Source: an optimization exercise on an open RTL-to-GDS flow (aim: a short achievable clock period and few clock cycles). Production flows keep margins and buffers that such runs may drop. The RTL was checked by simulation tests, not by an equivalence proof against the original design. The clock port is modelled as an ideal driver; clocking choices that lean on that would not hold on a real chip. Power and IR drop assume default switching activity.

## lagoon
==> flow/design.v (excerpt) <==
module RV32core(
        input clk,   
        input rst,   
        output[31:0] imem_addr,
        input [31:0] imem_data,
        output[31:0] dmem_addr,
        output[31:0] dmem_wdata,
        output[3:0]  dmem_wstrb,
        input [31:0] dmem_rdata
    );
clock: 17.0 ns
lec_check: 0
abc_clock_period_in_ps: 100
cap_margin: 20
core_margin: 2
core_utilization: 40
slew_margin: 20
standard.sh (not shown) runs the stock make flow with config.mk's settings and CLKGATE_MAP_FILE= SYNTH_SCRIPT=/design/flow/synth_recipe.tcl, a recipe that flattens the netlist after the stock synthesis.
==> flow/flow/run.sh <==
#!/bin/bash
# Layout: the standard ORFS flow with these changes.
#  * synthesis leaves adders to abc as plain gates (ADDER_MAP_FILE empty)
#    instead of mapping them onto the library's full/half adder cells
#  * timing repair is asked to leave SETUP_SLACK_MARGIN ns of setup slack at
#    the design's clock period, so it works on the real critical paths
#  * before detailed placement, each flip-flop that drives an output port's
#    buffer is moved next to that buffer (flow/pull_outs.tcl)
#  * the port buffers are buf_4 cells (BUFFER_PORTS_ARGS), not delay cells
# Each tool's output is in synth.log and layout.log, and ORFS's logs under orfs/.
set -euo pipefail
MARGIN=${MARGIN:-12.5}
HERE=$(pwd)
bash standard.sh ADDER_MAP_FILE= synth > synth.log 2>&1
bash standard.sh ADDER_MAP_FILE= SETUP_SLACK_MARGIN=$MARGIN \
  BUFFER_PORTS_ARGS="-buffer_cell sky130_fd_sc_hd__buf_4" PRE_DETAIL_PLACE_TCL=$HERE/flow/pull_outs.tcl POST_CTS_TCL=$HERE/flow/post_cts.tcl \
  finish > layout.log 2>&1
==> flow/flow/post_cts.tcl <==
# After clock tree synthesis: drop the tree's root buffer (flow/drop_root.tcl),
# then one more round of timing repair with the final clock tree, and
# legalize again.
source [file join [file dirname [info script]] drop_root.tcl]
estimate_parasitics -placement
repair_timing -setup -setup_margin $::env(SETUP_SLACK_MARGIN) -repair_tns 100 -max_passes 40 -verbose
detailed_placement
check_placement -verbose
estimate_parasitics -placement
report_worst_slack -max
Other scripts of this flow, unchanged in this note and not shown: flow/flow/drop_root.tcl, flow/flow/pull_outs.tcl
Testbench counts of lagoon, summed over its fixed seeds: cycles 329,746.
Changes in pepper relative to lagoon:
-- flow/flow/run.sh --
<<< lagoon, line 12
MARGIN=${MARGIN:-12.5}
>>> pepper, line 12
MARGIN=${MARGIN:-13.1}
Taking lagoon as the reference, in pepper combinational power now larger, detailed-route via count rose by 1.7%. Between pepper and lagoon, the worst setup slack is lower for lagoon. [compare] base=lagoon new=pepper: part of the total power dissipated in combinational logic shows an increase of 0.7 points; count of clock buffers in the final design shows a reduction of about 4%; multi-input gate share of the layout cell area shows no meaningful change; number of remaining DRC errors shows no meaningful change.
## Diff of input files: amber against pepper
-- flow/flow/run.sh --
<<< pepper, line 12
MARGIN=${MARGIN:-13.1}
>>> amber, line 12
MARGIN=${MARGIN:-12.8}
-- flow/config.mk --
<<< pepper, line 9
export CAP_MARGIN = 20
>>> amber, line 9
export CAP_MARGIN = 40
<<< pepper, line 11
export CORE_UTILIZATION = 40
export SLEW_MARGIN = 20
>>> amber, line 11
export CORE_UTILIZATION = 55
export SLEW_MARGIN = 40
==> comparison <==
- amber ended up with a higher shortest clock period the worst path allows after layout than pepper did.
- Between pepper and amber, the flow reports via total after detailed routing increasing by a few percent.
- Count of standard-cell rows, pepper and amber: larger value in pepper
- Of the two values seen for worst-path cell with the longest stage delay, sky130_fd_sc_hd__dfxtp_2 was produced by amber and sky130_fd_sc_hd__a22o_4 by pepper.
Here is what was changed in the inputs of umber compared with amber.
-- flow/config.mk --
<<< amber, line 9
export CAP_MARGIN = 40
>>> umber, line 9
export CAP_MARGIN = 20
<<< amber, line 11
export CORE_UTILIZATION = 55
export SLEW_MARGIN = 40
>>> umber, line 11
export CORE_UTILIZATION = 30
export SLEW_MARGIN = 20
[summary]
- Going from amber to umber, area taken by flip-flops and latches shows no meaningful change, utilization after layout went down, final non-filler cell area grew by 1.5%, clock network fraction of total power now sits higher.
- Relative to amber, clock network latency to the later pin of the worst-skew pair has increased by 0.08 ns in umber.
- umber ends up with a area of the core that is about 80% higher than in amber.
- Final critical-path share of the clock period delta (umber -> amber): insignificant
- umber ended up with sky130_fd_sc_hd__dfrtp_1 as its highest-delay cell along the critical path; amber ended up with sky130_fd_sc_hd__dfxtp_2.
- ~same maximum frequency from static timing analysis in amber and umber
- The lower starting density of the core of amber and umber is in umber.
Relative to umber, the following input files were edited for indigo:
-- flow/flow/run.sh --
<<< umber, line 12
MARGIN=${MARGIN:-12.8}
>>> indigo, line 12
MARGIN=${MARGIN:-13.5}
Results
Compared with umber, in indigo overall power after layout went up about 5.6%, remaining design rule violation count shows no meaningful change.
Count of inverters other than clock inverters in the layout (indigo vs. umber) decreases slightly
Going from umber to indigo, number of antenna violations at the first check in global routing shrank by more than a quarter.
Taking umber as the reference, in indigo latest clock arrival within the worst-skew pair ~0 delta, count of clock buffers in the final design moved up.
There was hardly any difference in total length of routed met3 wires between umber and indigo.
The run showing the smaller detailed-placement wirelength estimate is indigo.
Endpoint arrival time on the critical path: umber vs indigo — no meaningful difference
Compared with umber, in indigo final worst-path cycle share closely matched the old numbers, worst hold margin increased by 0.048 ns relative to the old numbers.
The inputs of nickel differ from those of indigo as listed below.
-- flow/flow/run.sh --
<<< indigo, line 12
MARGIN=${MARGIN:-13.5}
>>> nickel, line 12
MARGIN=${MARGIN:-13.1}
==> comparison <==
The number of combinational gates with multiple inputs of indigo and that of nickel are within noise of each other. Compared to indigo, nickel has standby leakage power 3.7% lower. Summary of nickel over indigo: power share of the combinational group fell 1.8 points; share of power burned in the clock network rose 0.4 points. nickel against indigo: wire length now smaller, number of clock buffer instances in the layout now sits lower, post-route standard cell area excluding fillers fell by 2.5%, ratio of final minimum period to clock period held steady, number of non-filler instances in the completed layout went down about 1%.

[separate check: timing with driven ports]
How much do the figures lean on ideal ports? The routed layouts below were timed once more, with nothing changed but the port constraints. Step 1 assumes that a clkbuf_16 drives the clock port and a buf_2 every other input. Step 2, shift: input delay + t, output delay - t, t = (earliest + latest rising clock arrival at the registers) / 2. This alone moves slack from input paths to output paths. Slacks: no drivers / after step 1 / after step 2; pairs: no drivers / after step 1.
run | t (ns) | slack for setup (ns) | hold WS [ns]
lagoon | 0.980 | 12.260 / 12.146 / 11.689 | 0.272 / 0.274 / 0.274
pepper | 0.948 | 12.379 / 12.167 / 11.604 | 0.307 / 0.308 / 0.308
amber | 0.909 | 12.350 / 12.132 / 11.641 | 0.277 / 0.277 / 0.277
umber | 0.982 | 12.346 / 12.119 / 11.623 | 0.278 / 0.279 / 0.279
indigo | 1.006 | 12.363 / 12.123 / 11.628 | 0.327 / 0.327 / 0.327
nickel | 0.984 | 12.386 / 12.149 / 11.672 | 0.294 / 0.294 / 0.294
After both steps setup and hold are still met in every run listed. For pepper, which loses most, drivers alone change the setup slack by -0.212 ns; drivers and shift together by -0.775 ns.
